This is an optimization exercise on Yosys and OpenROAD, whose aim is small area and few clock cycles, not a production implementation.
At most, simulation tests tie the RTL to the original design; equivalence was not proved.
For run 2, only the layout was checked, not whether the RTL still works.
Power figures rest on the tool's default switching activity, not on a simulated workload.

==> flow/design.v (outline; a module is shown in full before it is edited, if it fits) <==
// module alu: 609 lines
module alu #(
	parameter INST_W = 4,
	parameter INT_W  = 6,
	parameter FRAC_W = 10,
	parameter DATA_W = INT_W + FRAC_W
)(
	input                      i_clk,
	input                      i_rst_n,
	input                      i_in_valid,
	output                     o_busy,
	input         [INST_W-1:0] i_inst,
	input  signed [DATA_W-1:0] i_data_a,
	input  signed [DATA_W-1:0] i_data_b,
	output                     o_out_valid,
	output        [DATA_W-1:0] o_data
);
  // ...
==> flow/run.sh <==
#!/bin/bash
# synth_recipe.tcl (not shown) runs the flow's synth.tcl, then flattens the netlist and writes it again
# the make line also repeats each setting of config.mk as NAME=value (left out here)
make -C /OpenROAD-flow-scripts/flow DESIGN_CONFIG=/design/flow/config.mk WORK_HOME=/design/flow/orfs CLKGATE_MAP_FILE= SYNTH_SCRIPT=/design/flow/synth_recipe.tcl finish
==> flow/config.mk <==
export PLATFORM = sky130hd
export DESIGN_NAME = alu
export DESIGN_NICKNAME = alu
export VERILOG_FILES = /design/flow/design.v
export SDC_FILE = /design/flow/constraint.sdc
export NUM_CORES = 4
export LEC_CHECK = 0
export ABC_AREA = 1
export CAP_MARGIN = 0
export CORE_MARGIN = 2
export CORE_UTILIZATION = 45
export CTS_BUF_LIST = sky130_fd_sc_hd__clkbuf_4
export SLEW_MARGIN = 0
==> flow/constraint.sdc <==
create_clock -name core_clock -period 10.0 [get_ports {i_clk}]
set_input_delay 2.0000 -clock core_clock [delete_from_list [all_inputs] [get_ports {i_clk}]]
set_output_delay 2.0000 -clock core_clock [all_outputs]
set_load 0.01 [all_outputs]
==> impl_metrics.tcl, run 1 <==
set metrics [dict create \
    status "no timing/DRC/antenna violations" \
    critical_path_class "in2reg" \
    yosys.area_share.adder 0.119 \
    syn_nets 3034 \
    synth_common_cells "nand2_1 (533), inv_1 (367), edfxtp_1 (320), xor2_1 (193), o21ai_0 (187)" \
    postSynthAreaPerCell_um2 8.91 \
    finalWorstSetupSlack_ns 0.975 \
    cp_data_arrival_time_ns 9.72 \
    slowest_stage "clkdlybuf4s50_1" \
    ys.flop_type "edfxtp_1" \
    insertion_delay_ns 0.86 \
    synthArstFlopShare 0.0482 \
    multi_input_area_share 0.454 \
    r2r_slack_ns 4.46 \
    rows 86 \
    path_clk_slew_ns 0.06 \
    synth_edf_count 320 \
    largestPowerGroup "combinational logic" \
    largest_class "multi-input gates" \
    grt_use_met3 0.0543 \
    tap-cell-count 748 \
    startpoint_type "input port" \
    met2_usage 0.473 \
    drt-initial-drc-count 2169 \
    synth_compound_area_frac 0.141 \
    rr_startpoint "acc_v[11]$_DFFE_PN0P_" \
    post-route-util 0.509 \
    seq_cells 353 \
    inverters 385 \
    hold_depth 2 \
    critPathBufInv 8 \
    busiest_layer "met2" \
    ys_types 62 \
    buffers_excl_clock 170 \
]
Testbench counts, summed over its fixed seeds: cycles 8,008.
==> module alu, before the edit <==
module alu #(
	parameter INST_W = 4,
	parameter INT_W  = 6,
	parameter FRAC_W = 10,
	parameter DATA_W = INT_W + FRAC_W
)(
	input                      i_clk,
	input                      i_rst_n,
	input                      i_in_valid,
	output                     o_busy,
	input         [INST_W-1:0] i_inst,
	input  signed [DATA_W-1:0] i_data_a,
	input  signed [DATA_W-1:0] i_data_b,
	output                     o_out_valid,
	output        [DATA_W-1:0] o_data
);
	wire [15:0] a  = i_data_a;
	wire [15:0] b  = i_data_b;
	wire [3:0]  op = i_inst;
	wire res_v = i_in_valid & ~(op[3] & (op[2] | op[1]));
	wire op_as  = (op == 4'd0) | (op == 4'd1);
	wire op_sub = (op == 4'd1);
	wire op_acc = (op == 4'd3);
	reg  [19:0] acc_d [0:15];
	reg  [15:0] acc_v;
	wire [3:0]  idx = a[3:0];
	wire        acc_we = i_in_valid & op_acc;
	wire [15:0] acc_sel;
	genvar g;
	generate for (g = 0; g < 16; g = g + 1) begin : g_sel
		assign acc_sel[g] = op_acc & acc_v[g] & (idx == g);
	end endgenerate
	reg [19:0] acc_rd;
	integer k;
	always @(*) begin
		acc_rd = 20'd0;
		for (k = 0; k < 16; k = k + 1)
			acc_rd = acc_rd | ({20{acc_sel[k]}} & acc_d[k]);
	end
	wire [19:0] ad_x = acc_rd | ({20{op_as}} & {{4{a[15]}}, a});
	wire [19:0] ad_y = {{4{b[15]}}, b} ^ {20{op_sub}};
	wire [19:0] ad_s = ad_x + ad_y + {19'd0, op_sub};
	wire ad_ovf = ad_s[19] ? (ad_s[18:15] != 4'hF) : (ad_s[18:15] != 4'h0);
	wire [15:0] ad_res = ad_ovf ? {ad_s[19], {15{~ad_s[19]}}} : ad_s[15:0];
	always @(posedge i_clk or negedge i_rst_n)
		if (!i_rst_n)
			acc_v <= 16'd0;
		else if (acc_we)
			acc_v[idx] <= 1'b1;
	generate for (g = 0; g < 16; g = g + 1) begin : g_acc
		always @(posedge i_clk)
			if (acc_we && idx == g)
				acc_d[g] <= ad_s;
	end endgenerate
	wire [15:0] mx_a = a;
	wire [15:0] mx_b = b;
	wire [16:0] mb_x = {mx_b, 1'b0};
	wire [16:0] ma_x = {mx_a[15], mx_a};
	wire mb_one0 = mb_x[1] ^ mb_x[0];
	wire mb_two0 = (mb_x[2] & ~mb_x[1] & ~mb_x[0]) | (~mb_x[2] & mb_x[1] & mb_x[0]);
	wire mb_neg0 = mb_x[2];
	wire mb_pp0_0 = ((mb_one0 & ma_x[0]) | (mb_two0 & 1'b0)) ^ mb_neg0;
	wire mb_pp0_1 = ((mb_one0 & ma_x[1]) | (mb_two0 & ma_x[0])) ^ mb_neg0;
	wire mb_pp0_2 = ((mb_one0 & ma_x[2]) | (mb_two0 & ma_x[1])) ^ mb_neg0;
	wire mb_pp0_3 = ((mb_one0 & ma_x[3]) | (mb_two0 & ma_x[2])) ^ mb_neg0;
	wire mb_pp0_4 = ((mb_one0 & ma_x[4]) | (mb_two0 & ma_x[3])) ^ mb_neg0;
	wire mb_pp0_5 = ((mb_one0 & ma_x[5]) | (mb_two0 & ma_x[4])) ^ mb_neg0;
	wire mb_pp0_6 = ((mb_one0 & ma_x[6]) | (mb_two0 & ma_x[5])) ^ mb_neg0;
	wire mb_pp0_7 = ((mb_one0 & ma_x[7]) | (mb_two0 & ma_x[6])) ^ mb_neg0;
	wire mb_pp0_8 = ((mb_one0 & ma_x[8]) | (mb_two0 & ma_x[7])) ^ mb_neg0;
	wire mb_pp0_9 = ((mb_one0 & ma_x[9]) | (mb_two0 & ma_x[8])) ^ mb_neg0;
	wire mb_pp0_10 = ((mb_one0 & ma_x[10]) | (mb_two0 & ma_x[9])) ^ mb_neg0;
	wire mb_pp0_11 = ((mb_one0 & ma_x[11]) | (mb_two0 & ma_x[10])) ^ mb_neg0;
	wire mb_pp0_12 = ((mb_one0 & ma_x[12]) | (mb_two0 & ma_x[11])) ^ mb_neg0;
	wire mb_pp0_13 = ((mb_one0 & ma_x[13]) | (mb_two0 & ma_x[12])) ^ mb_neg0;
	wire mb_pp0_14 = ((mb_one0 & ma_x[14]) | (mb_two0 & ma_x[13])) ^ mb_neg0;
	wire mb_pp0_15 = ((mb_one0 & ma_x[15]) | (mb_two0 & ma_x[14])) ^ mb_neg0;
	wire mb_pp0_16 = ~(((mb_one0 & ma_x[16]) | (mb_two0 & ma_x[15])) ^ mb_neg0);
	wire mb_one1 = mb_x[3] ^ mb_x[2];
	wire mb_two1 = (mb_x[4] & ~mb_x[3] & ~mb_x[2]) | (~mb_x[4] & mb_x[3] & mb_x[2]);
	wire mb_neg1 = mb_x[4];
	wire mb_pp1_0 = ((mb_one1 & ma_x[0]) | (mb_two1 & 1'b0)) ^ mb_neg1;
	wire mb_pp1_1 = ((mb_one1 & ma_x[1]) | (mb_two1 & ma_x[0])) ^ mb_neg1;
	wire mb_pp1_2 = ((mb_one1 & ma_x[2]) | (mb_two1 & ma_x[1])) ^ mb_neg1;
	wire mb_pp1_3 = ((mb_one1 & ma_x[3]) | (mb_two1 & ma_x[2])) ^ mb_neg1;
	wire mb_pp1_4 = ((mb_one1 & ma_x[4]) | (mb_two1 & ma_x[3])) ^ mb_neg1;
	wire mb_pp1_5 = ((mb_one1 & ma_x[5]) | (mb_two1 & ma_x[4])) ^ mb_neg1;
	wire mb_pp1_6 = ((mb_one1 & ma_x[6]) | (mb_two1 & ma_x[5])) ^ mb_neg1;
	wire mb_pp1_7 = ((mb_one1 & ma_x[7]) | (mb_two1 & ma_x[6])) ^ mb_neg1;
	wire mb_pp1_8 = ((mb_one1 & ma_x[8]) | (mb_two1 & ma_x[7])) ^ mb_neg1;
	wire mb_pp1_9 = ((mb_one1 & ma_x[9]) | (mb_two1 & ma_x[8])) ^ mb_neg1;
	wire mb_pp1_10 = ((mb_one1 & ma_x[10]) | (mb_two1 & ma_x[9])) ^ mb_neg1;
	wire mb_pp1_11 = ((mb_one1 & ma_x[11]) | (mb_two1 & ma_x[10])) ^ mb_neg1;
	wire mb_pp1_12 = ((mb_one1 & ma_x[12]) | (mb_two1 & ma_x[11])) ^ mb_neg1;
	wire mb_pp1_13 = ((mb_one1 & ma_x[13]) | (mb_two1 & ma_x[12])) ^ mb_neg1;
	wire mb_pp1_14 = ((mb_one1 & ma_x[14]) | (mb_two1 & ma_x[13])) ^ mb_neg1;
	wire mb_pp1_15 = ((mb_one1 & ma_x[15]) | (mb_two1 & ma_x[14])) ^ mb_neg1;
	wire mb_pp1_16 = ~(((mb_one1 & ma_x[16]) | (mb_two1 & ma_x[15])) ^ mb_neg1);
	wire mb_one2 = mb_x[5] ^ mb_x[4];
	wire mb_two2 = (mb_x[6] & ~mb_x[5] & ~mb_x[4]) | (~mb_x[6] & mb_x[5] & mb_x[4]);
	wire mb_neg2 = mb_x[6];
	wire mb_pp2_0 = ((mb_one2 & ma_x[0]) | (mb_two2 & 1'b0)) ^ mb_neg2;
	wire mb_pp2_1 = ((mb_one2 & ma_x[1]) | (mb_two2 & ma_x[0])) ^ mb_neg2;
	wire mb_pp2_2 = ((mb_one2 & ma_x[2]) | (mb_two2 & ma_x[1])) ^ mb_neg2;
	wire mb_pp2_3 = ((mb_one2 & ma_x[3]) | (mb_two2 & ma_x[2])) ^ mb_neg2;
	wire mb_pp2_4 = ((mb_one2 & ma_x[4]) | (mb_two2 & ma_x[3])) ^ mb_neg2;
	wire mb_pp2_5 = ((mb_one2 & ma_x[5]) | (mb_two2 & ma_x[4])) ^ mb_neg2;
	wire mb_pp2_6 = ((mb_one2 & ma_x[6]) | (mb_two2 & ma_x[5])) ^ mb_neg2;
	wire mb_pp2_7 = ((mb_one2 & ma_x[7]) | (mb_two2 & ma_x[6])) ^ mb_neg2;
	wire mb_pp2_8 = ((mb_one2 & ma_x[8]) | (mb_two2 & ma_x[7])) ^ mb_neg2;
	wire mb_pp2_9 = ((mb_one2 & ma_x[9]) | (mb_two2 & ma_x[8])) ^ mb_neg2;
	wire mb_pp2_10 = ((mb_one2 & ma_x[10]) | (mb_two2 & ma_x[9])) ^ mb_neg2;
	wire mb_pp2_11 = ((mb_one2 & ma_x[11]) | (mb_two2 & ma_x[10])) ^ mb_neg2;
	wire mb_pp2_12 = ((mb_one2 & ma_x[12]) | (mb_two2 & ma_x[11])) ^ mb_neg2;
	wire mb_pp2_13 = ((mb_one2 & ma_x[13]) | (mb_two2 & ma_x[12])) ^ mb_neg2;
	wire mb_pp2_14 = ((mb_one2 & ma_x[14]) | (mb_two2 & ma_x[13])) ^ mb_neg2;
	wire mb_pp2_15 = ((mb_one2 & ma_x[15]) | (mb_two2 & ma_x[14])) ^ mb_neg2;
	wire mb_pp2_16 = ~(((mb_one2 & ma_x[16]) | (mb_two2 & ma_x[15])) ^ mb_neg2);
	wire mb_one3 = mb_x[7] ^ mb_x[6];
	wire mb_two3 = (mb_x[8] & ~mb_x[7] & ~mb_x[6]) | (~mb_x[8] & mb_x[7] & mb_x[6]);
	wire mb_neg3 = mb_x[8];
	wire mb_pp3_0 = ((mb_one3 & ma_x[0]) | (mb_two3 & 1'b0)) ^ mb_neg3;
	wire mb_pp3_1 = ((mb_one3 & ma_x[1]) | (mb_two3 & ma_x[0])) ^ mb_neg3;
	wire mb_pp3_2 = ((mb_one3 & ma_x[2]) | (mb_two3 & ma_x[1])) ^ mb_neg3;
	wire mb_pp3_3 = ((mb_one3 & ma_x[3]) | (mb_two3 & ma_x[2])) ^ mb_neg3;
	wire mb_pp3_4 = ((mb_one3 & ma_x[4]) | (mb_two3 & ma_x[3])) ^ mb_neg3;
	wire mb_pp3_5 = ((mb_one3 & ma_x[5]) | (mb_two3 & ma_x[4])) ^ mb_neg3;
	wire mb_pp3_6 = ((mb_one3 & ma_x[6]) | (mb_two3 & ma_x[5])) ^ mb_neg3;
	wire mb_pp3_7 = ((mb_one3 & ma_x[7]) | (mb_two3 & ma_x[6])) ^ mb_neg3;
	wire mb_pp3_8 = ((mb_one3 & ma_x[8]) | (mb_two3 & ma_x[7])) ^ mb_neg3;
	wire mb_pp3_9 = ((mb_one3 & ma_x[9]) | (mb_two3 & ma_x[8])) ^ mb_neg3;
	wire mb_pp3_10 = ((mb_one3 & ma_x[10]) | (mb_two3 & ma_x[9])) ^ mb_neg3;
	wire mb_pp3_11 = ((mb_one3 & ma_x[11]) | (mb_two3 & ma_x[10])) ^ mb_neg3;
	wire mb_pp3_12 = ((mb_one3 & ma_x[12]) | (mb_two3 & ma_x[11])) ^ mb_neg3;
	wire mb_pp3_13 = ((mb_one3 & ma_x[13]) | (mb_two3 & ma_x[12])) ^ mb_neg3;
	wire mb_pp3_14 = ((mb_one3 & ma_x[14]) | (mb_two3 & ma_x[13])) ^ mb_neg3;
	wire mb_pp3_15 = ((mb_one3 & ma_x[15]) | (mb_two3 & ma_x[14])) ^ mb_neg3;
	wire mb_pp3_16 = ~(((mb_one3 & ma_x[16]) | (mb_two3 & ma_x[15])) ^ mb_neg3);
	wire mb_one4 = mb_x[9] ^ mb_x[8];
	wire mb_two4 = (mb_x[10] & ~mb_x[9] & ~mb_x[8]) | (~mb_x[10] & mb_x[9] & mb_x[8]);
	wire mb_neg4 = mb_x[10];
	wire mb_pp4_0 = ((mb_one4 & ma_x[0]) | (mb_two4 & 1'b0)) ^ mb_neg4;
	wire mb_pp4_1 = ((mb_one4 & ma_x[1]) | (mb_two4 & ma_x[0])) ^ mb_neg4;
	wire mb_pp4_2 = ((mb_one4 & ma_x[2]) | (mb_two4 & ma_x[1])) ^ mb_neg4;
	wire mb_pp4_3 = ((mb_one4 & ma_x[3]) | (mb_two4 & ma_x[2])) ^ mb_neg4;
	wire mb_pp4_4 = ((mb_one4 & ma_x[4]) | (mb_two4 & ma_x[3])) ^ mb_neg4;
	wire mb_pp4_5 = ((mb_one4 & ma_x[5]) | (mb_two4 & ma_x[4])) ^ mb_neg4;
	wire mb_pp4_6 = ((mb_one4 & ma_x[6]) | (mb_two4 & ma_x[5])) ^ mb_neg4;
	wire mb_pp4_7 = ((mb_one4 & ma_x[7]) | (mb_two4 & ma_x[6])) ^ mb_neg4;
	wire mb_pp4_8 = ((mb_one4 & ma_x[8]) | (mb_two4 & ma_x[7])) ^ mb_neg4;
	wire mb_pp4_9 = ((mb_one4 & ma_x[9]) | (mb_two4 & ma_x[8])) ^ mb_neg4;
	wire mb_pp4_10 = ((mb_one4 & ma_x[10]) | (mb_two4 & ma_x[9])) ^ mb_neg4;
	wire mb_pp4_11 = ((mb_one4 & ma_x[11]) | (mb_two4 & ma_x[10])) ^ mb_neg4;
	wire mb_pp4_12 = ((mb_one4 & ma_x[12]) | (mb_two4 & ma_x[11])) ^ mb_neg4;
	wire mb_pp4_13 = ((mb_one4 & ma_x[13]) | (mb_two4 & ma_x[12])) ^ mb_neg4;
	wire mb_pp4_14 = ((mb_one4 & ma_x[14]) | (mb_two4 & ma_x[13])) ^ mb_neg4;
	wire mb_pp4_15 = ((mb_one4 & ma_x[15]) | (mb_two4 & ma_x[14])) ^ mb_neg4;
	wire mb_pp4_16 = ~(((mb_one4 & ma_x[16]) | (mb_two4 & ma_x[15])) ^ mb_neg4);
	wire mb_one5 = mb_x[11] ^ mb_x[10];
	wire mb_two5 = (mb_x[12] & ~mb_x[11] & ~mb_x[10]) | (~mb_x[12] & mb_x[11] & mb_x[10]);
	wire mb_neg5 = mb_x[12];
	wire mb_pp5_0 = ((mb_one5 & ma_x[0]) | (mb_two5 & 1'b0)) ^ mb_neg5;
	wire mb_pp5_1 = ((mb_one5 & ma_x[1]) | (mb_two5 & ma_x[0])) ^ mb_neg5;
	wire mb_pp5_2 = ((mb_one5 & ma_x[2]) | (mb_two5 & ma_x[1])) ^ mb_neg5;
	wire mb_pp5_3 = ((mb_one5 & ma_x[3]) | (mb_two5 & ma_x[2])) ^ mb_neg5;
	wire mb_pp5_4 = ((mb_one5 & ma_x[4]) | (mb_two5 & ma_x[3])) ^ mb_neg5;
	wire mb_pp5_5 = ((mb_one5 & ma_x[5]) | (mb_two5 & ma_x[4])) ^ mb_neg5;
	wire mb_pp5_6 = ((mb_one5 & ma_x[6]) | (mb_two5 & ma_x[5])) ^ mb_neg5;
	wire mb_pp5_7 = ((mb_one5 & ma_x[7]) | (mb_two5 & ma_x[6])) ^ mb_neg5;
	wire mb_pp5_8 = ((mb_one5 & ma_x[8]) | (mb_two5 & ma_x[7])) ^ mb_neg5;
	wire mb_pp5_9 = ((mb_one5 & ma_x[9]) | (mb_two5 & ma_x[8])) ^ mb_neg5;
	wire mb_pp5_10 = ((mb_one5 & ma_x[10]) | (mb_two5 & ma_x[9])) ^ mb_neg5;
	wire mb_pp5_11 = ((mb_one5 & ma_x[11]) | (mb_two5 & ma_x[10])) ^ mb_neg5;
	wire mb_pp5_12 = ((mb_one5 & ma_x[12]) | (mb_two5 & ma_x[11])) ^ mb_neg5;
	wire mb_pp5_13 = ((mb_one5 & ma_x[13]) | (mb_two5 & ma_x[12])) ^ mb_neg5;
	wire mb_pp5_14 = ((mb_one5 & ma_x[14]) | (mb_two5 & ma_x[13])) ^ mb_neg5;
	wire mb_pp5_15 = ((mb_one5 & ma_x[15]) | (mb_two5 & ma_x[14])) ^ mb_neg5;
	wire mb_pp5_16 = ~(((mb_one5 & ma_x[16]) | (mb_two5 & ma_x[15])) ^ mb_neg5);
	wire mb_one6 = mb_x[13] ^ mb_x[12];
	wire mb_two6 = (mb_x[14] & ~mb_x[13] & ~mb_x[12]) | (~mb_x[14] & mb_x[13] & mb_x[12]);
	wire mb_neg6 = mb_x[14];
	wire mb_pp6_0 = ((mb_one6 & ma_x[0]) | (mb_two6 & 1'b0)) ^ mb_neg6;
	wire mb_pp6_1 = ((mb_one6 & ma_x[1]) | (mb_two6 & ma_x[0])) ^ mb_neg6;
	wire mb_pp6_2 = ((mb_one6 & ma_x[2]) | (mb_two6 & ma_x[1])) ^ mb_neg6;
	wire mb_pp6_3 = ((mb_one6 & ma_x[3]) | (mb_two6 & ma_x[2])) ^ mb_neg6;
	wire mb_pp6_4 = ((mb_one6 & ma_x[4]) | (mb_two6 & ma_x[3])) ^ mb_neg6;
	wire mb_pp6_5 = ((mb_one6 & ma_x[5]) | (mb_two6 & ma_x[4])) ^ mb_neg6;
	wire mb_pp6_6 = ((mb_one6 & ma_x[6]) | (mb_two6 & ma_x[5])) ^ mb_neg6;
	wire mb_pp6_7 = ((mb_one6 & ma_x[7]) | (mb_two6 & ma_x[6])) ^ mb_neg6;
	wire mb_pp6_8 = ((mb_one6 & ma_x[8]) | (mb_two6 & ma_x[7])) ^ mb_neg6;
	wire mb_pp6_9 = ((mb_one6 & ma_x[9]) | (mb_two6 & ma_x[8])) ^ mb_neg6;
	wire mb_pp6_10 = ((mb_one6 & ma_x[10]) | (mb_two6 & ma_x[9])) ^ mb_neg6;
	wire mb_pp6_11 = ((mb_one6 & ma_x[11]) | (mb_two6 & ma_x[10])) ^ mb_neg6;
	wire mb_pp6_12 = ((mb_one6 & ma_x[12]) | (mb_two6 & ma_x[11])) ^ mb_neg6;
	wire mb_pp6_13 = ((mb_one6 & ma_x[13]) | (mb_two6 & ma_x[12])) ^ mb_neg6;
	wire mb_pp6_14 = ((mb_one6 & ma_x[14]) | (mb_two6 & ma_x[13])) ^ mb_neg6;
	wire mb_pp6_15 = ((mb_one6 & ma_x[15]) | (mb_two6 & ma_x[14])) ^ mb_neg6;
	wire mb_pp6_16 = ~(((mb_one6 & ma_x[16]) | (mb_two6 & ma_x[15])) ^ mb_neg6);
	wire mb_one7 = mb_x[15] ^ mb_x[14];
	wire mb_two7 = (mb_x[16] & ~mb_x[15] & ~mb_x[14]) | (~mb_x[16] & mb_x[15] & mb_x[14]);
	wire mb_neg7 = mb_x[16];
	wire mb_pp7_0 = ((mb_one7 & ma_x[0]) | (mb_two7 & 1'b0)) ^ mb_neg7;
	wire mb_pp7_1 = ((mb_one7 & ma_x[1]) | (mb_two7 & ma_x[0])) ^ mb_neg7;
	wire mb_pp7_2 = ((mb_one7 & ma_x[2]) | (mb_two7 & ma_x[1])) ^ mb_neg7;
	wire mb_pp7_3 = ((mb_one7 & ma_x[3]) | (mb_two7 & ma_x[2])) ^ mb_neg7;
	wire mb_pp7_4 = ((mb_one7 & ma_x[4]) | (mb_two7 & ma_x[3])) ^ mb_neg7;
	wire mb_pp7_5 = ((mb_one7 & ma_x[5]) | (mb_two7 & ma_x[4])) ^ mb_neg7;
	wire mb_pp7_6 = ((mb_one7 & ma_x[6]) | (mb_two7 & ma_x[5])) ^ mb_neg7;
	wire mb_pp7_7 = ((mb_one7 & ma_x[7]) | (mb_two7 & ma_x[6])) ^ mb_neg7;
	wire mb_pp7_8 = ((mb_one7 & ma_x[8]) | (mb_two7 & ma_x[7])) ^ mb_neg7;
	wire mb_pp7_9 = ((mb_one7 & ma_x[9]) | (mb_two7 & ma_x[8])) ^ mb_neg7;
	wire mb_pp7_10 = ((mb_one7 & ma_x[10]) | (mb_two7 & ma_x[9])) ^ mb_neg7;
	wire mb_pp7_11 = ((mb_one7 & ma_x[11]) | (mb_two7 & ma_x[10])) ^ mb_neg7;
	wire mb_pp7_12 = ((mb_one7 & ma_x[12]) | (mb_two7 & ma_x[11])) ^ mb_neg7;
	wire mb_pp7_13 = ((mb_one7 & ma_x[13]) | (mb_two7 & ma_x[12])) ^ mb_neg7;
	wire mb_pp7_14 = ((mb_one7 & ma_x[14]) | (mb_two7 & ma_x[13])) ^ mb_neg7;
	wire mb_pp7_15 = ((mb_one7 & ma_x[15]) | (mb_two7 & ma_x[14])) ^ mb_neg7;
	wire mb_pp7_16 = ~(((mb_one7 & ma_x[16]) | (mb_two7 & ma_x[15])) ^ mb_neg7);
	wire mt_s1 = mb_neg5 ^ mb_pp0_10;
	wire mt_c1 = mb_neg5 & mb_pp0_10;
	wire mt_s2 = mb_pp0_11 ^ mb_pp1_9;
	wire mt_c2 = mb_pp0_11 & mb_pp1_9;
	wire mt_s3 = mb_neg6 ^ mb_pp0_12 ^ mb_pp1_10;
	wire mt_c3 = (mb_neg6 & mb_pp0_12) | (mb_neg6 & mb_pp1_10) | (mb_pp0_12 & mb_pp1_10);
	wire mt_s4 = mb_pp2_8 ^ mb_pp3_6;
	wire mt_c4 = mb_pp2_8 & mb_pp3_6;
	wire mt_s5 = mb_pp0_13 ^ mb_pp1_11 ^ mb_pp2_9;
	wire mt_c5 = (mb_pp0_13 & mb_pp1_11) | (mb_pp0_13 & mb_pp2_9) | (mb_pp1_11 & mb_pp2_9);
	wire mt_s6 = mb_pp3_7 ^ mb_pp4_5;
	wire mt_c6 = mb_pp3_7 & mb_pp4_5;
	wire mt_s7 = mb_neg7 ^ mb_pp0_14 ^ mb_pp1_12;
	wire mt_c7 = (mb_neg7 & mb_pp0_14) | (mb_neg7 & mb_pp1_12) | (mb_pp0_14 & mb_pp1_12);
	wire mt_s8 = mb_pp2_10 ^ mb_pp3_8 ^ mb_pp4_6;
	wire mt_c8 = (mb_pp2_10 & mb_pp3_8) | (mb_pp2_10 & mb_pp4_6) | (mb_pp3_8 & mb_pp4_6);
	wire mt_s9 = mb_pp5_4 ^ mb_pp6_2;
	wire mt_c9 = mb_pp5_4 & mb_pp6_2;
	wire mt_s10 = mb_pp0_15 ^ mb_pp1_13 ^ mb_pp2_11;
	wire mt_c10 = (mb_pp0_15 & mb_pp1_13) | (mb_pp0_15 & mb_pp2_11) | (mb_pp1_13 & mb_pp2_11);
	wire mt_s11 = mb_pp3_9 ^ mb_pp4_7 ^ mb_pp5_5;
	wire mt_c11 = (mb_pp3_9 & mb_pp4_7) | (mb_pp3_9 & mb_pp5_5) | (mb_pp4_7 & mb_pp5_5);
	wire mt_s12 = mb_pp6_3 ^ mb_pp7_1;
	wire mt_c12 = mb_pp6_3 & mb_pp7_1;
	wire mt_s13 = 1'b1 ^ mb_pp0_16 ^ mb_pp1_14;
	wire mt_c13 = (1'b1 & mb_pp0_16) | (1'b1 & mb_pp1_14) | (mb_pp0_16 & mb_pp1_14);
	wire mt_s14 = mb_pp2_12 ^ mb_pp3_10 ^ mb_pp4_8;
	wire mt_c14 = (mb_pp2_12 & mb_pp3_10) | (mb_pp2_12 & mb_pp4_8) | (mb_pp3_10 & mb_pp4_8);
	wire mt_s15 = mb_pp5_6 ^ mb_pp6_4 ^ mb_pp7_2;
	wire mt_c15 = (mb_pp5_6 & mb_pp6_4) | (mb_pp5_6 & mb_pp7_2) | (mb_pp6_4 & mb_pp7_2);
	wire mt_s16 = 1'b1 ^ mb_pp1_15 ^ mb_pp2_13;
	wire mt_c16 = (1'b1 & mb_pp1_15) | (1'b1 & mb_pp2_13) | (mb_pp1_15 & mb_pp2_13);
	wire mt_s17 = mb_pp3_11 ^ mb_pp4_9 ^ mb_pp5_7;
	wire mt_c17 = (mb_pp3_11 & mb_pp4_9) | (mb_pp3_11 & mb_pp5_7) | (mb_pp4_9 & mb_pp5_7);
	wire mt_s18 = mb_pp6_5 ^ mb_pp7_3;
	wire mt_c18 = mb_pp6_5 & mb_pp7_3;
	wire mt_s19 = mb_pp1_16 ^ mb_pp2_14 ^ mb_pp3_12;
	wire mt_c19 = (mb_pp1_16 & mb_pp2_14) | (mb_pp1_16 & mb_pp3_12) | (mb_pp2_14 & mb_pp3_12);
	wire mt_s20 = mb_pp4_10 ^ mb_pp5_8 ^ mb_pp6_6;
	wire mt_c20 = (mb_pp4_10 & mb_pp5_8) | (mb_pp4_10 & mb_pp6_6) | (mb_pp5_8 & mb_pp6_6);
	wire mt_s21 = 1'b1 ^ mb_pp2_15 ^ mb_pp3_13;
	wire mt_c21 = (1'b1 & mb_pp2_15) | (1'b1 & mb_pp3_13) | (mb_pp2_15 & mb_pp3_13);
	wire mt_s22 = mb_pp4_11 ^ mb_pp5_9;
	wire mt_c22 = mb_pp4_11 & mb_pp5_9;
	wire mt_s23 = mb_pp2_16 ^ mb_pp3_14 ^ mb_pp4_12;
	wire mt_c23 = (mb_pp2_16 & mb_pp3_14) | (mb_pp2_16 & mb_pp4_12) | (mb_pp3_14 & mb_pp4_12);
	wire mt_s24 = 1'b1 ^ mb_pp3_15;
	wire mt_c24 = 1'b1 & mb_pp3_15;
	wire mt_s25 = mb_neg3 ^ mb_pp0_6;
	wire mt_c25 = mb_neg3 & mb_pp0_6;
	wire mt_s26 = mb_pp0_7 ^ mb_pp1_5;
	wire mt_c26 = mb_pp0_7 & mb_pp1_5;
	wire mt_s27 = mb_neg4 ^ mb_pp0_8 ^ mb_pp1_6;
	wire mt_c27 = (mb_neg4 & mb_pp0_8) | (mb_neg4 & mb_pp1_6) | (mb_pp0_8 & mb_pp1_6);
	wire mt_s28 = mb_pp2_4 ^ mb_pp3_2;
	wire mt_c28 = mb_pp2_4 & mb_pp3_2;
	wire mt_s29 = 1'b1 ^ mb_pp0_9 ^ mb_pp1_7;
	wire mt_c29 = (1'b1 & mb_pp0_9) | (1'b1 & mb_pp1_7) | (mb_pp0_9 & mb_pp1_7);
	wire mt_s30 = mb_pp2_5 ^ mb_pp3_3 ^ mb_pp4_1;
	wire mt_c30 = (mb_pp2_5 & mb_pp3_3) | (mb_pp2_5 & mb_pp4_1) | (mb_pp3_3 & mb_pp4_1);
	wire mt_s31 = mb_pp1_8 ^ mb_pp2_6 ^ mb_pp3_4;
	wire mt_c31 = (mb_pp1_8 & mb_pp2_6) | (mb_pp1_8 & mb_pp3_4) | (mb_pp2_6 & mb_pp3_4);
	wire mt_s32 = mb_pp4_2 ^ mb_pp5_0 ^ mt_s1;
	wire mt_c32 = (mb_pp4_2 & mb_pp5_0) | (mb_pp4_2 & mt_s1) | (mb_pp5_0 & mt_s1);
	wire mt_s33 = mb_pp2_7 ^ mb_pp3_5 ^ mb_pp4_3;
	wire mt_c33 = (mb_pp2_7 & mb_pp3_5) | (mb_pp2_7 & mb_pp4_3) | (mb_pp3_5 & mb_pp4_3);
	wire mt_s34 = mb_pp5_1 ^ mt_c1 ^ mt_s2;
	wire mt_c34 = (mb_pp5_1 & mt_c1) | (mb_pp5_1 & mt_s2) | (mt_c1 & mt_s2);
	wire mt_s35 = mb_pp4_4 ^ mb_pp5_2 ^ mb_pp6_0;
	wire mt_c35 = (mb_pp4_4 & mb_pp5_2) | (mb_pp4_4 & mb_pp6_0) | (mb_pp5_2 & mb_pp6_0);
	wire mt_s36 = mt_c2 ^ mt_s4 ^ mt_s3;
	wire mt_c36 = (mt_c2 & mt_s4) | (mt_c2 & mt_s3) | (mt_s4 & mt_s3);
	wire mt_s37 = mb_pp5_3 ^ mb_pp6_1 ^ mt_c4;
	wire mt_c37 = (mb_pp5_3 & mb_pp6_1) | (mb_pp5_3 & mt_c4) | (mb_pp6_1 & mt_c4);
	wire mt_s38 = mt_s6 ^ mt_c3 ^ mt_s5;
	wire mt_c38 = (mt_s6 & mt_c3) | (mt_s6 & mt_s5) | (mt_c3 & mt_s5);
	wire mt_s39 = mb_pp7_0 ^ mt_c6 ^ mt_s9;
	wire mt_c39 = (mb_pp7_0 & mt_c6) | (mb_pp7_0 & mt_s9) | (mt_c6 & mt_s9);
	wire mt_s40 = mt_c5 ^ mt_s7 ^ mt_s8;
	wire mt_c40 = (mt_c5 & mt_s7) | (mt_c5 & mt_s8) | (mt_s7 & mt_s8);
	wire mt_s41 = mt_c9 ^ mt_s12 ^ mt_c7;
	wire mt_c41 = (mt_c9 & mt_s12) | (mt_c9 & mt_c7) | (mt_s12 & mt_c7);
	wire mt_s42 = mt_c8 ^ mt_s10 ^ mt_s11;
	wire mt_c42 = (mt_c8 & mt_s10) | (mt_c8 & mt_s11) | (mt_s10 & mt_s11);
	wire mt_s43 = mt_c12 ^ mt_c10 ^ mt_c11;
	wire mt_c43 = (mt_c12 & mt_c10) | (mt_c12 & mt_c11) | (mt_c10 & mt_c11);
	wire mt_s44 = mt_s13 ^ mt_s14 ^ mt_s15;
	wire mt_c44 = (mt_s13 & mt_s14) | (mt_s13 & mt_s15) | (mt_s14 & mt_s15);
	wire mt_s45 = mt_s18 ^ mt_c13 ^ mt_c14;
	wire mt_c45 = (mt_s18 & mt_c13) | (mt_s18 & mt_c14) | (mt_c13 & mt_c14);
	wire mt_s46 = mt_c15 ^ mt_s16 ^ mt_s17;
	wire mt_c46 = (mt_c15 & mt_s16) | (mt_c15 & mt_s17) | (mt_s16 & mt_s17);
	wire mt_s47 = mb_pp7_4 ^ mt_c18 ^ mt_c16;
	wire mt_c47 = (mb_pp7_4 & mt_c18) | (mb_pp7_4 & mt_c16) | (mt_c18 & mt_c16);
	wire mt_s48 = mt_c17 ^ mt_s19 ^ mt_s20;
	wire mt_c48 = (mt_c17 & mt_s19) | (mt_c17 & mt_s20) | (mt_s19 & mt_s20);
	wire mt_s49 = mb_pp6_7 ^ mb_pp7_5 ^ mt_s22;
	wire mt_c49 = (mb_pp6_7 & mb_pp7_5) | (mb_pp6_7 & mt_s22) | (mb_pp7_5 & mt_s22);
	wire mt_s50 = mt_c19 ^ mt_c20 ^ mt_s21;
	wire mt_c50 = (mt_c19 & mt_c20) | (mt_c19 & mt_s21) | (mt_c20 & mt_s21);
	wire mt_s51 = mb_pp5_10 ^ mb_pp6_8 ^ mb_pp7_6;
	wire mt_c51 = (mb_pp5_10 & mb_pp6_8) | (mb_pp5_10 & mb_pp7_6) | (mb_pp6_8 & mb_pp7_6);
	wire mt_s52 = mt_c22 ^ mt_c21 ^ mt_s23;
	wire mt_c52 = (mt_c22 & mt_c21) | (mt_c22 & mt_s23) | (mt_c21 & mt_s23);
	wire mt_s53 = mb_pp4_13 ^ mb_pp5_11 ^ mb_pp6_9;
	wire mt_c53 = (mb_pp4_13 & mb_pp5_11) | (mb_pp4_13 & mb_pp6_9) | (mb_pp5_11 & mb_pp6_9);
	wire mt_s54 = mb_pp7_7 ^ mt_s24 ^ mt_c23;
	wire mt_c54 = (mb_pp7_7 & mt_s24) | (mb_pp7_7 & mt_c23) | (mt_s24 & mt_c23);
	wire mt_s55 = mb_pp3_16 ^ mb_pp4_14 ^ mb_pp5_12;
	wire mt_c55 = (mb_pp3_16 & mb_pp4_14) | (mb_pp3_16 & mb_pp5_12) | (mb_pp4_14 & mb_pp5_12);
	wire mt_s56 = mb_pp6_10 ^ mb_pp7_8 ^ mt_c24;
	wire mt_c56 = (mb_pp6_10 & mb_pp7_8) | (mb_pp6_10 & mt_c24) | (mb_pp7_8 & mt_c24);
	wire mt_s57 = 1'b1 ^ mb_pp4_15 ^ mb_pp5_13;
	wire mt_c57 = (1'b1 & mb_pp4_15) | (1'b1 & mb_pp5_13) | (mb_pp4_15 & mb_pp5_13);
	wire mt_s58 = mb_pp6_11 ^ mb_pp7_9;
	wire mt_c58 = mb_pp6_11 & mb_pp7_9;
	wire mt_s59 = mb_pp4_16 ^ mb_pp5_14 ^ mb_pp6_12;
	wire mt_c59 = (mb_pp4_16 & mb_pp5_14) | (mb_pp4_16 & mb_pp6_12) | (mb_pp5_14 & mb_pp6_12);
	wire mt_s60 = 1'b1 ^ mb_pp5_15;
	wire mt_c60 = 1'b1 & mb_pp5_15;
	wire mt_s61 = mb_neg2 ^ mb_pp0_4;
	wire mt_c61 = mb_neg2 & mb_pp0_4;
	wire mt_s62 = mb_pp0_5 ^ mb_pp1_3;
	wire mt_c62 = mb_pp0_5 & mb_pp1_3;
	wire mt_s63 = mb_pp1_4 ^ mb_pp2_2 ^ mb_pp3_0;
	wire mt_c63 = (mb_pp1_4 & mb_pp2_2) | (mb_pp1_4 & mb_pp3_0) | (mb_pp2_2 & mb_pp3_0);
	wire mt_s64 = mb_pp2_3 ^ mb_pp3_1 ^ mt_c25;
	wire mt_c64 = (mb_pp2_3 & mb_pp3_1) | (mb_pp2_3 & mt_c25) | (mb_pp3_1 & mt_c25);
	wire mt_s65 = mb_pp4_0 ^ mt_c26 ^ mt_s28;
	wire mt_c65 = (mb_pp4_0 & mt_c26) | (mb_pp4_0 & mt_s28) | (mt_c26 & mt_s28);
	wire mt_s66 = mt_c28 ^ mt_c27 ^ mt_s29;
	wire mt_c66 = (mt_c28 & mt_c27) | (mt_c28 & mt_s29) | (mt_c27 & mt_s29);
	wire mt_s67 = mt_c29 ^ mt_c30 ^ mt_s31;
	wire mt_c67 = (mt_c29 & mt_c30) | (mt_c29 & mt_s31) | (mt_c30 & mt_s31);
	wire mt_s68 = mt_c31 ^ mt_s33 ^ mt_c32;
	wire mt_c68 = (mt_c31 & mt_s33) | (mt_c31 & mt_c32) | (mt_s33 & mt_c32);
	wire mt_s69 = mt_c33 ^ mt_s35 ^ mt_c34;
	wire mt_c69 = (mt_c33 & mt_s35) | (mt_c33 & mt_c34) | (mt_s35 & mt_c34);
	wire mt_s70 = mt_c35 ^ mt_s37 ^ mt_c36;
	wire mt_c70 = (mt_c35 & mt_s37) | (mt_c35 & mt_c36) | (mt_s37 & mt_c36);
	wire mt_s71 = mt_c37 ^ mt_s39 ^ mt_c38;
	wire mt_c71 = (mt_c37 & mt_s39) | (mt_c37 & mt_c38) | (mt_s39 & mt_c38);
	wire mt_s72 = mt_c39 ^ mt_c40 ^ mt_s41;
	wire mt_c72 = (mt_c39 & mt_c40) | (mt_c39 & mt_s41) | (mt_c40 & mt_s41);
	wire mt_s73 = mt_c41 ^ mt_c42 ^ mt_s43;
	wire mt_c73 = (mt_c41 & mt_c42) | (mt_c41 & mt_s43) | (mt_c42 & mt_s43);
	wire mt_s74 = mt_c43 ^ mt_c44 ^ mt_s45;
	wire mt_c74 = (mt_c43 & mt_c44) | (mt_c43 & mt_s45) | (mt_c44 & mt_s45);
	wire mt_s75 = mt_c45 ^ mt_c46 ^ mt_s47;
	wire mt_c75 = (mt_c45 & mt_c46) | (mt_c45 & mt_s47) | (mt_c46 & mt_s47);
	wire mt_s76 = mt_s49 ^ mt_c47 ^ mt_c48;
	wire mt_c76 = (mt_s49 & mt_c47) | (mt_s49 & mt_c48) | (mt_c47 & mt_c48);
	wire mt_s77 = mt_s51 ^ mt_c49 ^ mt_c50;
	wire mt_c77 = (mt_s51 & mt_c49) | (mt_s51 & mt_c50) | (mt_c49 & mt_c50);
	wire mt_s78 = mt_c51 ^ mt_s53 ^ mt_c52;
	wire mt_c78 = (mt_c51 & mt_s53) | (mt_c51 & mt_c52) | (mt_s53 & mt_c52);
	wire mt_s79 = mt_c53 ^ mt_s55 ^ mt_s56;
	wire mt_c79 = (mt_c53 & mt_s55) | (mt_c53 & mt_s56) | (mt_s55 & mt_s56);
	wire mt_s80 = mt_s58 ^ mt_c55 ^ mt_s57;
	wire mt_c80 = (mt_s58 & mt_c55) | (mt_s58 & mt_s57) | (mt_c55 & mt_s57);
	wire mt_s81 = mb_pp7_10 ^ mt_c58 ^ mt_c57;
	wire mt_c81 = (mb_pp7_10 & mt_c58) | (mb_pp7_10 & mt_c57) | (mt_c58 & mt_c57);
	wire mt_s82 = mb_pp6_13 ^ mb_pp7_11 ^ mt_s60;
	wire mt_c82 = (mb_pp6_13 & mb_pp7_11) | (mb_pp6_13 & mt_s60) | (mb_pp7_11 & mt_s60);
	wire mt_s83 = mb_pp5_16 ^ mb_pp6_14 ^ mb_pp7_12;
	wire mt_c83 = (mb_pp5_16 & mb_pp6_14) | (mb_pp5_16 & mb_pp7_12) | (mb_pp6_14 & mb_pp7_12);
	wire mt_s84 = 1'b1 ^ mb_pp6_15;
	wire mt_c84 = 1'b1 & mb_pp6_15;
	wire mt_s85 = mb_neg1 ^ mb_pp0_2;
	wire mt_c85 = mb_neg1 & mb_pp0_2;
	wire mt_s86 = mb_pp0_3 ^ mb_pp1_1;
	wire mt_c86 = mb_pp0_3 & mb_pp1_1;
	wire mt_s87 = mb_pp1_2 ^ mb_pp2_0 ^ mt_s61;
	wire mt_c87 = (mb_pp1_2 & mb_pp2_0) | (mb_pp1_2 & mt_s61) | (mb_pp2_0 & mt_s61);
	wire mt_s88 = mb_pp2_1 ^ mt_c61 ^ mt_s62;
	wire mt_c88 = (mb_pp2_1 & mt_c61) | (mb_pp2_1 & mt_s62) | (mt_c61 & mt_s62);
	wire mt_s89 = mt_c62 ^ mt_s25 ^ mt_s63;
	wire mt_c89 = (mt_c62 & mt_s25) | (mt_c62 & mt_s63) | (mt_s25 & mt_s63);
	wire mt_s90 = mt_s26 ^ mt_c63 ^ mt_s64;
	wire mt_c90 = (mt_s26 & mt_c63) | (mt_s26 & mt_s64) | (mt_c63 & mt_s64);
	wire mt_s91 = mt_s27 ^ mt_c64 ^ mt_s65;
	wire mt_c91 = (mt_s27 & mt_c64) | (mt_s27 & mt_s65) | (mt_c64 & mt_s65);
	wire mt_s92 = mt_s30 ^ mt_c65 ^ mt_s66;
	wire mt_c92 = (mt_s30 & mt_c65) | (mt_s30 & mt_s66) | (mt_c65 & mt_s66);
	wire mt_s93 = mt_s32 ^ mt_c66 ^ mt_s67;
	wire mt_c93 = (mt_s32 & mt_c66) | (mt_s32 & mt_s67) | (mt_c66 & mt_s67);
	wire mt_s94 = mt_s34 ^ mt_c67 ^ mt_s68;
	wire mt_c94 = (mt_s34 & mt_c67) | (mt_s34 & mt_s68) | (mt_c67 & mt_s68);
	wire mt_s95 = mt_s36 ^ mt_c68 ^ mt_s69;
	wire mt_c95 = (mt_s36 & mt_c68) | (mt_s36 & mt_s69) | (mt_c68 & mt_s69);
	wire mt_s96 = mt_s38 ^ mt_c69 ^ mt_s70;
	wire mt_c96 = (mt_s38 & mt_c69) | (mt_s38 & mt_s70) | (mt_c69 & mt_s70);
	wire mt_s97 = mt_s40 ^ mt_c70 ^ mt_s71;
	wire mt_c97 = (mt_s40 & mt_c70) | (mt_s40 & mt_s71) | (mt_c70 & mt_s71);
	wire mt_s98 = mt_s42 ^ mt_c71 ^ mt_s72;
	wire mt_c98 = (mt_s42 & mt_c71) | (mt_s42 & mt_s72) | (mt_c71 & mt_s72);
	wire mt_s99 = mt_s44 ^ mt_c72 ^ mt_s73;
	wire mt_c99 = (mt_s44 & mt_c72) | (mt_s44 & mt_s73) | (mt_c72 & mt_s73);
	wire mt_s100 = mt_s46 ^ mt_c73 ^ mt_s74;
	wire mt_c100 = (mt_s46 & mt_c73) | (mt_s46 & mt_s74) | (mt_c73 & mt_s74);
	wire mt_s101 = mt_s48 ^ mt_c74 ^ mt_s75;
	wire mt_c101 = (mt_s48 & mt_c74) | (mt_s48 & mt_s75) | (mt_c74 & mt_s75);
	wire mt_s102 = mt_s50 ^ mt_c75 ^ mt_s76;
	wire mt_c102 = (mt_s50 & mt_c75) | (mt_s50 & mt_s76) | (mt_c75 & mt_s76);
	wire mt_s103 = mt_s52 ^ mt_c76 ^ mt_s77;
	wire mt_c103 = (mt_s52 & mt_c76) | (mt_s52 & mt_s77) | (mt_c76 & mt_s77);
	wire mt_s104 = mt_s54 ^ mt_c77 ^ mt_s78;
	wire mt_c104 = (mt_s54 & mt_c77) | (mt_s54 & mt_s78) | (mt_c77 & mt_s78);
	wire mt_s105 = mt_c54 ^ mt_s79 ^ mt_c78;
	wire mt_c105 = (mt_c54 & mt_s79) | (mt_c54 & mt_c78) | (mt_s79 & mt_c78);
	wire mt_s106 = mt_c56 ^ mt_s80 ^ mt_c79;
	wire mt_c106 = (mt_c56 & mt_s80) | (mt_c56 & mt_c79) | (mt_s80 & mt_c79);
	wire mt_s107 = mt_s59 ^ mt_c80 ^ mt_s81;
	wire mt_c107 = (mt_s59 & mt_c80) | (mt_s59 & mt_s81) | (mt_c80 & mt_s81);
	wire mt_s108 = mt_c59 ^ mt_s82 ^ mt_c81;
	wire mt_c108 = (mt_c59 & mt_s82) | (mt_c59 & mt_c81) | (mt_s82 & mt_c81);
	wire mt_s109 = mt_c60 ^ mt_s83 ^ mt_c82;
	wire mt_c109 = (mt_c60 & mt_s83) | (mt_c60 & mt_c82) | (mt_s83 & mt_c82);
	wire mt_s110 = mb_pp7_13 ^ mt_s84 ^ mt_c83;
	wire mt_c110 = (mb_pp7_13 & mt_s84) | (mb_pp7_13 & mt_c83) | (mt_s84 & mt_c83);
	wire mt_s111 = mb_pp6_16 ^ mb_pp7_14 ^ mt_c84;
	wire mt_c111 = (mb_pp6_16 & mb_pp7_14) | (mb_pp6_16 & mt_c84) | (mb_pp7_14 & mt_c84);
	wire mt_s112 = 1'b1 ^ mb_pp7_15;
	wire mt_c112 = 1'b1 & mb_pp7_15;
	wire [31:0] mp_s = {1'b1, mt_c112, mt_c111, mt_c110, mt_c109, mt_c108, mt_c107, mt_c106, mt_c105, mt_c104, mt_c103, mt_c102, mt_c101, mt_c100, mt_c99, mt_c98, mt_c97, mt_c96, mt_c95, mt_c94, mt_c93, mt_c92, mt_c91, mt_c90, mt_c89, mt_c88, mt_c87, mt_c86, mt_c85, mt_s85, mb_pp0_1, mb_neg0};
	wire [31:0] mp_c = {1'b0, mb_pp7_16, mt_s112, mt_s111, mt_s110, mt_s109, mt_s108, mt_s107, mt_s106, mt_s105, mt_s104, mt_s103, mt_s102, mt_s101, mt_s100, mt_s99, mt_s98, mt_s97, mt_s96, mt_s95, mt_s94, mt_s93, mt_s92, mt_s91, mt_s90, mt_s89, mt_s88, mt_s87, mt_s86, mb_pp1_0, 1'b0, mb_pp0_0};
	wire [31:0] pr = mp_s + mp_c;
	wire mul_ovf = pr[31] ? (pr[30:25] != 6'h3F) : (pr[30:25] != 6'h00);
	wire [15:0] mul_res = mul_ovf ? {pr[31], {15{~pr[31]}}} : pr[25:10];
	wire [5:0] ai = a[15:10];
	wire sp_pass = ~ai[5] & (ai[4:1] != 4'd0);           
	wire sp_c0   = ~ai[5] & (ai[4:1] == 4'd0);           
	wire sp_c1   = (ai == 6'h3F);                        
	wire sp_c2   = (ai == 6'h3E);                        
	wire sp_c3   = (ai == 6'h3D);                        
	wire [12:0] sp_n = sp_c0 ? {a[10], ~a[10], a[9:0], 1'b1} :
	                   sp_c1 ? {2'b00, 1'b1, a[9:0]} :
	                   sp_c2 ? {1'b0, a[9], ~a[9], a[8:0], 1'b0} :
	                           {3'b000, a[9:0]};
	wire [12:0] sp1_q;
	assign sp1_q[12] = 1'b0 | (1'b0 & sp_n[12]);
	wire sp1_r1_12 = (1'b0 & ~sp_n[12]) | (1'b0 & sp_n[12]);
	wire sp1_r0_12 = (~1'b0 & ~1'b0 & sp_n[12]) | (1'b0 & ~sp_n[12]);
	assign sp1_q[11] = sp1_r1_12 | (sp1_r0_12 & sp_n[11]);
	wire sp1_r1_11 = (sp1_r0_12 & ~sp_n[11]) | (sp1_r1_12 & sp_n[11]);
	wire sp1_r0_11 = (~sp1_r1_12 & ~sp1_r0_12 & sp_n[11]) | (sp1_r1_12 & ~sp_n[11]);
	assign sp1_q[10] = sp1_r1_11 | (sp1_r0_11 & sp_n[10]);
	wire sp1_r1_10 = (sp1_r0_11 & ~sp_n[10]) | (sp1_r1_11 & sp_n[10]);
	wire sp1_r0_10 = (~sp1_r1_11 & ~sp1_r0_11 & sp_n[10]) | (sp1_r1_11 & ~sp_n[10]);
	assign sp1_q[9] = sp1_r1_10 | (sp1_r0_10 & sp_n[9]);
	wire sp1_r1_9 = (sp1_r0_10 & ~sp_n[9]) | (sp1_r1_10 & sp_n[9]);
	wire sp1_r0_9 = (~sp1_r1_10 & ~sp1_r0_10 & sp_n[9]) | (sp1_r1_10 & ~sp_n[9]);
	assign sp1_q[8] = sp1_r1_9 | (sp1_r0_9 & sp_n[8]);
	wire sp1_r1_8 = (sp1_r0_9 & ~sp_n[8]) | (sp1_r1_9 & sp_n[8]);
	wire sp1_r0_8 = (~sp1_r1_9 & ~sp1_r0_9 & sp_n[8]) | (sp1_r1_9 & ~sp_n[8]);
	assign sp1_q[7] = sp1_r1_8 | (sp1_r0_8 & sp_n[7]);
	wire sp1_r1_7 = (sp1_r0_8 & ~sp_n[7]) | (sp1_r1_8 & sp_n[7]);
	wire sp1_r0_7 = (~sp1_r1_8 & ~sp1_r0_8 & sp_n[7]) | (sp1_r1_8 & ~sp_n[7]);
	assign sp1_q[6] = sp1_r1_7 | (sp1_r0_7 & sp_n[6]);
	wire sp1_r1_6 = (sp1_r0_7 & ~sp_n[6]) | (sp1_r1_7 & sp_n[6]);
	wire sp1_r0_6 = (~sp1_r1_7 & ~sp1_r0_7 & sp_n[6]) | (sp1_r1_7 & ~sp_n[6]);
	assign sp1_q[5] = sp1_r1_6 | (sp1_r0_6 & sp_n[5]);
	wire sp1_r1_5 = (sp1_r0_6 & ~sp_n[5]) | (sp1_r1_6 & sp_n[5]);
	wire sp1_r0_5 = (~sp1_r1_6 & ~sp1_r0_6 & sp_n[5]) | (sp1_r1_6 & ~sp_n[5]);
	assign sp1_q[4] = sp1_r1_5 | (sp1_r0_5 & sp_n[4]);
	wire sp1_r1_4 = (sp1_r0_5 & ~sp_n[4]) | (sp1_r1_5 & sp_n[4]);
	wire sp1_r0_4 = (~sp1_r1_5 & ~sp1_r0_5 & sp_n[4]) | (sp1_r1_5 & ~sp_n[4]);
	assign sp1_q[3] = sp1_r1_4 | (sp1_r0_4 & sp_n[3]);
	wire sp1_r1_3 = (sp1_r0_4 & ~sp_n[3]) | (sp1_r1_4 & sp_n[3]);
	wire sp1_r0_3 = (~sp1_r1_4 & ~sp1_r0_4 & sp_n[3]) | (sp1_r1_4 & ~sp_n[3]);
	assign sp1_q[2] = sp1_r1_3 | (sp1_r0_3 & sp_n[2]);
	wire sp1_r1_2 = (sp1_r0_3 & ~sp_n[2]) | (sp1_r1_3 & sp_n[2]);
	wire sp1_r0_2 = (~sp1_r1_3 & ~sp1_r0_3 & sp_n[2]) | (sp1_r1_3 & ~sp_n[2]);
	assign sp1_q[1] = sp1_r1_2 | (sp1_r0_2 & sp_n[1]);
	wire sp1_r1_1 = (sp1_r0_2 & ~sp_n[1]) | (sp1_r1_2 & sp_n[1]);
	wire sp1_r0_1 = (~sp1_r1_2 & ~sp1_r0_2 & sp_n[1]) | (sp1_r1_2 & ~sp_n[1]);
	assign sp1_q[0] = sp1_r1_1 | (sp1_r0_1 & sp_n[0]);
	wire sp1_r1_0 = (sp1_r0_1 & ~sp_n[0]) | (sp1_r1_1 & sp_n[0]);
	wire sp1_r0_0 = (~sp1_r1_1 & ~sp1_r0_1 & sp_n[0]) | (sp1_r1_1 & ~sp_n[0]);
	wire [1:0] sp1_r = {sp1_r1_0, sp1_r0_0};
	wire [11:0] sp2_q;
	assign sp2_q[11] = 1'b0 | (1'b0 & sp1_q[11]);
	wire sp2_r1_11 = (1'b0 & ~sp1_q[11]) | (1'b0 & sp1_q[11]);
	wire sp2_r0_11 = (~1'b0 & ~1'b0 & sp1_q[11]) | (1'b0 & ~sp1_q[11]);
	assign sp2_q[10] = sp2_r1_11 | (sp2_r0_11 & sp1_q[10]);
	wire sp2_r1_10 = (sp2_r0_11 & ~sp1_q[10]) | (sp2_r1_11 & sp1_q[10]);
	wire sp2_r0_10 = (~sp2_r1_11 & ~sp2_r0_11 & sp1_q[10]) | (sp2_r1_11 & ~sp1_q[10]);
	assign sp2_q[9] = sp2_r1_10 | (sp2_r0_10 & sp1_q[9]);
	wire sp2_r1_9 = (sp2_r0_10 & ~sp1_q[9]) | (sp2_r1_10 & sp1_q[9]);
	wire sp2_r0_9 = (~sp2_r1_10 & ~sp2_r0_10 & sp1_q[9]) | (sp2_r1_10 & ~sp1_q[9]);
	assign sp2_q[8] = sp2_r1_9 | (sp2_r0_9 & sp1_q[8]);
	wire sp2_r1_8 = (sp2_r0_9 & ~sp1_q[8]) | (sp2_r1_9 & sp1_q[8]);
	wire sp2_r0_8 = (~sp2_r1_9 & ~sp2_r0_9 & sp1_q[8]) | (sp2_r1_9 & ~sp1_q[8]);
	assign sp2_q[7] = sp2_r1_8 | (sp2_r0_8 & sp1_q[7]);
	wire sp2_r1_7 = (sp2_r0_8 & ~sp1_q[7]) | (sp2_r1_8 & sp1_q[7]);
	wire sp2_r0_7 = (~sp2_r1_8 & ~sp2_r0_8 & sp1_q[7]) | (sp2_r1_8 & ~sp1_q[7]);
	assign sp2_q[6] = sp2_r1_7 | (sp2_r0_7 & sp1_q[6]);
	wire sp2_r1_6 = (sp2_r0_7 & ~sp1_q[6]) | (sp2_r1_7 & sp1_q[6]);
	wire sp2_r0_6 = (~sp2_r1_7 & ~sp2_r0_7 & sp1_q[6]) | (sp2_r1_7 & ~sp1_q[6]);
	assign sp2_q[5] = sp2_r1_6 | (sp2_r0_6 & sp1_q[5]);
	wire sp2_r1_5 = (sp2_r0_6 & ~sp1_q[5]) | (sp2_r1_6 & sp1_q[5]);
	wire sp2_r0_5 = (~sp2_r1_6 & ~sp2_r0_6 & sp1_q[5]) | (sp2_r1_6 & ~sp1_q[5]);
	assign sp2_q[4] = sp2_r1_5 | (sp2_r0_5 & sp1_q[4]);
	wire sp2_r1_4 = (sp2_r0_5 & ~sp1_q[4]) | (sp2_r1_5 & sp1_q[4]);
	wire sp2_r0_4 = (~sp2_r1_5 & ~sp2_r0_5 & sp1_q[4]) | (sp2_r1_5 & ~sp1_q[4]);
	assign sp2_q[3] = sp2_r1_4 | (sp2_r0_4 & sp1_q[3]);
	wire sp2_r1_3 = (sp2_r0_4 & ~sp1_q[3]) | (sp2_r1_4 & sp1_q[3]);
	wire sp2_r0_3 = (~sp2_r1_4 & ~sp2_r0_4 & sp1_q[3]) | (sp2_r1_4 & ~sp1_q[3]);
	assign sp2_q[2] = sp2_r1_3 | (sp2_r0_3 & sp1_q[2]);
	wire sp2_r1_2 = (sp2_r0_3 & ~sp1_q[2]) | (sp2_r1_3 & sp1_q[2]);
	wire sp2_r0_2 = (~sp2_r1_3 & ~sp2_r0_3 & sp1_q[2]) | (sp2_r1_3 & ~sp1_q[2]);
	assign sp2_q[1] = sp2_r1_2 | (sp2_r0_2 & sp1_q[1]);
	wire sp2_r1_1 = (sp2_r0_2 & ~sp1_q[1]) | (sp2_r1_2 & sp1_q[1]);
	wire sp2_r0_1 = (~sp2_r1_2 & ~sp2_r0_2 & sp1_q[1]) | (sp2_r1_2 & ~sp1_q[1]);
	assign sp2_q[0] = sp2_r1_1 | (sp2_r0_1 & sp1_q[0]);
	wire sp2_r1_0 = (sp2_r0_1 & ~sp1_q[0]) | (sp2_r1_1 & sp1_q[0]);
	wire sp2_r0_0 = (~sp2_r1_1 & ~sp2_r0_1 & sp1_q[0]) | (sp2_r1_1 & ~sp1_q[0]);
	wire [1:0] sp2_r = {sp2_r1_0, sp2_r0_0};
	wire [3:0] sp_m9 = {1'b0, sp2_r, 1'b0} + {2'b0, sp2_r} + {2'b0, sp1_r};
	wire sp_inc = sp_c1 ? (sp1_r == 2'd2) :
	              sp_c2 ? (sp_m9 >= 4'd5) :
	              sp_c3 ? (sp_m9 >= 4'd5) : 1'b0;
	wire [10:0] sp_q = (sp_c2 | sp_c3) ? sp2_q[10:0] : sp1_q[10:0];
	wire [10:0] sp_v = sp_q + {10'd0, sp_inc};
	wire [15:0] sp_res = sp_pass ? a : {5'd0, sp_v & {11{sp_c0 | sp_c1 | sp_c2 | sp_c3}}};
	wire op_ars = (op == 4'd6);
	wire [3:0] sh_n = ~b[3:0] + 4'd1;
	wire [3:0] sh = op_ars ? b[3:0] : sh_n;
	wire [15:0] rr0 = sh[0] ? {a[0], a[15:1]} : a;
	wire [15:0] rr1 = sh[1] ? {rr0[1:0], rr0[15:2]} : rr0;
	wire [15:0] rr2 = sh[2] ? {rr1[3:0], rr1[15:4]} : rr1;
	wire [15:0] rr3 = sh[3] ? {rr2[7:0], rr2[15:8]} : rr2;
	wire b_hi = (b[15:4] != 12'd0);
	reg [15:0] ars_keep;
	integer j;
	always @(*)
		for (j = 0; j < 16; j = j + 1)
			ars_keep[j] = ~b_hi & ({1'b0, b[3:0]} <= 5'd15 - j);
	wire [15:0] ars_res = (rr3 & ars_keep) | ({16{a[15]}} & ~ars_keep);
	wire rot_zero = b_hi ? (b[15:5] != 11'd0 || b[3:0] != 4'd0) : 1'b0;  
	wire [15:0] rot_res = rot_zero ? 16'd0 : rr3;
	function [4:0] f_clz;
		input [15:0] x;
		integer i;
		begin
			f_clz = 5'd16;
			for (i = 0; i < 16; i = i + 1)
				if (x[i]) f_clz = 5'd15 - i;
		end
	endfunction
	wire [4:0] clz = f_clz(a);
	function [15:0] f_rev;
		input [15:0] x, y;
		integer i;
		begin
			f_rev = 16'd0;
			for (i = 0; i < 13; i = i + 1)
				f_rev[i] = (x[i +: 4] == y[(15 - i) -: 4]);
		end
	endfunction
	wire [15:0] rev_res = f_rev(a, b);
	function [15:0] f_res;
		input [3:0] o;
		input [15:0] r_ad, r_mul, r_sp, r_xor, r_ars, r_rot, r_clz, r_rev;
		case (o)
			4'd0, 4'd1, 4'd3: f_res = r_ad;
			4'd2: f_res = r_mul;
			4'd4: f_res = r_sp;
			4'd5: f_res = r_xor;
			4'd6: f_res = r_ars;
			4'd7: f_res = r_rot;
			4'd8: f_res = r_clz;
			4'd9: f_res = r_rev;
			default: f_res = 16'd0;
		endcase
	endfunction
	wire [15:0] res = f_res(op, ad_res, mul_res, sp_res, a ^ b, ars_res, rot_res,
	                        {11'd0, clz}, rev_res);
	reg        out_v_r;
	reg [15:0] out_d_r;
	always @(posedge i_clk or negedge i_rst_n)
		if (!i_rst_n)
			out_v_r <= 1'b0;
		else
			out_v_r <= res_v;
	always @(posedge i_clk)
		out_d_r <= res;
	assign o_busy      = 1'b0;
	assign o_out_valid = out_v_r;
	assign o_data      = out_d_r;
endmodule
==> inputs of run 2 (changes only) <==
--- a/flow/design.v
+++ b/flow/design.v
@@ -594,16 +594,7 @@
 	endfunction
 	wire [15:0] res = f_res(op, ad_res, mul_res, sp_res, a ^ b, ars_res, rot_res,
 	                        {11'd0, clz}, rev_res);
-	reg        out_v_r;
-	reg [15:0] out_d_r;
-	always @(posedge i_clk or negedge i_rst_n)
-		if (!i_rst_n)
-			out_v_r <= 1'b0;
-		else
-			out_v_r <= res_v;
-	always @(posedge i_clk)
-		out_d_r <= res;
 	assign o_busy      = 1'b0;
-	assign o_out_valid = out_v_r;
-	assign o_data      = out_d_r;
+	assign o_out_valid = res_v;
+	assign o_data      = res;
 endmodule
--- a/flow/config.mk
+++ b/flow/config.mk
@@ -6,8 +6,7 @@
 export NUM_CORES = 4
 export LEC_CHECK = 0
 export ABC_AREA = 1
-export CAP_MARGIN = 0
+export CAP_MARGIN = 20
 export CORE_MARGIN = 2
 export CORE_UTILIZATION = 45
-export CTS_BUF_LIST = sky130_fd_sc_hd__clkbuf_4
-export SLEW_MARGIN = 0
+export SLEW_MARGIN = 20
==> impl_metrics.tcl, run 2 <==
set metrics [dict create \
    cpPeakStageDelay_ns 0.53 \
    insertion_delay_ns 0.56 \
    fmax_mhz 97.1 \
    cp_data_arrival_time_ns 8.30 \
    final_common_cell "buf_4" \
    clk_path_buf_depth 3 \
    synthArstFlopShare 0.0476 \
    syn_nets 3030 \
    status "complete, but fails checks" \
    seq_area_frac_synth 0.403 \
    dpl.cell_count 3958 \
    drt-initial-drc-count 1668 \
    drive_gt1_frac 0.343 \
    period_share 1.03 \
    final-setup-viol-count 6 \
    cts.sinks 336 \
    p_leak_uw 0.0146 \
    largest_reg_flops 320 \
    worst-path-stages 48 \
    finalWorstSetupSlack_ns -0.299 \
    path_delay_family "simple AND/OR/NAND/NOR gates" \
    startpoint_type "input port" \
    slew_headroom 0.394 \
    vdd_drop_max_uv 736 \
    fin_nets 3617 \
    path_max_fanout 5 \
    drc_errors 0 \
    antenna_found_initial 0 \
    fin_skew_ns 0.0240 \
    power.total_uw 11200 \
    post-route-util 0.617 \
    rr_startpoint "acc_v[1]$_DFFE_PN0P_" \
    ys_types 58 \
    ys.flop_type "edfxtp_1" \
    yosysWarnings 2 \
    r2r_slack_ns 5.23 \
    viasPerCell 5.66 \
    die_area_mm2 0.0572 \
    endpoint "o_data[1]" \
    synth_seq_cells 336 \
    critPathBufInv 13 \
    synthTopCellsByArea "edfxtp_1 (39%), nand2_1 (8.3%), fa_1 (7.2%)" \
    hold_path.class "reg2reg" \
    pre_cts_ws_ns -1.48 \
    grt_use_met3 0.0358 \
    critical_path_class "in2out" \
    cts_tree "built" \
    path_clk_slew_ns 0.06 \
    rows 86 \
    crit_start "i_data_a[14]" \
    met2_usage 0.548 \
    slowest_stage "fa_1" \
    postSynthAreaPerCell_um2 8.86 \
    busiest_layer "met2" \
    io_buffers 55 \
    so_faults "setup timing" \
    core_area_mm2 0.0549 \
    htreeDepth 1 \
    cts-root-buf "clkbuf_16" \
    maxSlewViolCount 0 \
    rsz0062_at_grt "yes" \
    synthCells 2807 \
    top_regs "acc_d x320, acc_v x16" \
    critical_path_required_ns 8.00 \
    gr-usage-met1 0.423 \
    netlist_area_mm2 0.0249 \
    gp_congestion 0.972 \
    synth_common_cells "nand2_1 (548), inv_1 (357), edfxtp_1 (320), xor2_1 (197), o21ai_0 (179)" \
    worstReg2RegEnd "acc_d[0][19]$_DFFE_PP_" \
    synth_edf_count 320 \
    cap_violations 0 \
]
-- run 2: cell types whose count changed after synthesis, moves of 16 or more --
cell / previous run / this run
a221oi_1: 29 / 57
dfxtp_1: 16 / 0
nand3_1: 145 / 100
nand4_1: 53 / 79
-- run 2: area by class of cell --
type	instances	area (um2)
well taps	704	881
repair buffers	695	5710
clock inverters	16	164
fillers	4613	21000
flip-flops and latches	336	10000
inverters	391	1530
clock buffers	33	741
multi-input cells	1942	14800
-- run 2: logic make-up (layout without fill, tap and decap cells) --
kind of cell,Yosys count,after routing,share of synthesized area
other,1,1,0.000151
XOR/XNOR,228,228,0.0803
AO/OA/AOI/OAI,566,566,0.142
AND/OR/NAND/NOR,960,962,0.173
buffers and inverters,531,1135,0.0820
multiplexers,1,1,0.000403
adder cells (fa/ha/maj),184,184,0.120
flip-flops,336,336,0.403
-- run 2: power by group --
group / switching (uW) / total [uW] / internal (uW)
Sequential: 0.782 / 1600 / 1600
Combinational: 4710 / 8550 / 3840
Clock: 482 / 1090 / 606
-- run 2: worst min path at each step --
stage,depth (start not counted),from,slack (ns),endpoint
after detailed placement,2,acc_v[0]$_DFFE_PN0P_,0.45,acc_v[0]$_DFFE_PN0P_
after global routing,2,acc_v[0]$_DFFE_PN0P_,0.51,acc_v[0]$_DFFE_PN0P_
final,2,acc_v[15]$_DFFE_PN0P_,0.47,acc_v[15]$_DFFE_PN0P_
after CTS,2,acc_v[15]$_DFFE_PN0P_,0.48,acc_v[15]$_DFFE_PN0P_
after floorplan,2,acc_v[0]$_DFFE_PN0P_,0.42,acc_v[0]$_DFFE_PN0P_
after global placement,2,acc_v[0]$_DFFE_PN0P_,0.46,acc_v[0]$_DFFE_PN0P_
-- run 2: timing repair --
action,in CTS,in global routing
buffers inserted,62,49
gates cloned,2,0
endpoints found under the setup margin,16,16
gates resized for setup,489,258
pin swaps,115,144
-- run 2: routing by layer --
layer / routed length [um] / share of wire
met2: 44600 / 0.48
met1: 38800 / 0.42
met5: 0 / 0
met3: 5530 / 0.060
met4: 3720 / 0.040
-- run 2: worst reg2reg max path, stage by stage (launching register included) --
cell      delay (ns)
dfrtp_1         0.36
inv_1           0.08
nor3_2          0.07
buf_12          0.14
buf_4           0.15
buf_6           0.15
a22oi_1         0.20
nand4_1         0.14
a221oi_1        0.36
nand4_1         0.17
a221oi_1        0.29
nand3_1         0.14
a221oi_1        0.22
buf_4           0.15
o21ai_0         0.08
ha_1            0.30
buf_4           0.15
a21oi_1         0.16
nor2_1          0.06
a211oi_1        0.18
nand2_1         0.14
nand4_1         0.12
a21o_1          0.12
nand2_1         0.10
buf_4           0.15
inv_1           0.16
buf_4           0.25
-- run 2: per-stage QoR --
stage               setup TNS (ns)  instance area [um2]
finish                      -0.654                33900
detailed placement          -19.75                30000
floorplan                        0                24900
global route                 -3.98                33900
global placement            -18.36                30000
CTS                         -0.584                32600

## port drivers added, routing unchanged
Ports are ideal in the flow. The routed layouts listed here were re-timed in OpenROAD. Step 1: set_driving_cell puts a clkbuf_16 on i_clk and a buf_2 on each other input, an assumption about the parent block. Step 2, shift: input delay + t, output delay - t, t = (earliest + latest rising clock arrival at the registers) / 2. This alone moves slack from input paths to output paths. Three values: ideal ports, drivers, drivers and shift; two values: the first two.
| run | t (ns) | setup slack, ns |
|---|---|---|
| run 1 | 0.869 | 0.975 / 0.995 / 0.127 |
| run 2 | 0.593 | -0.299 / -0.338 / -0.338 |
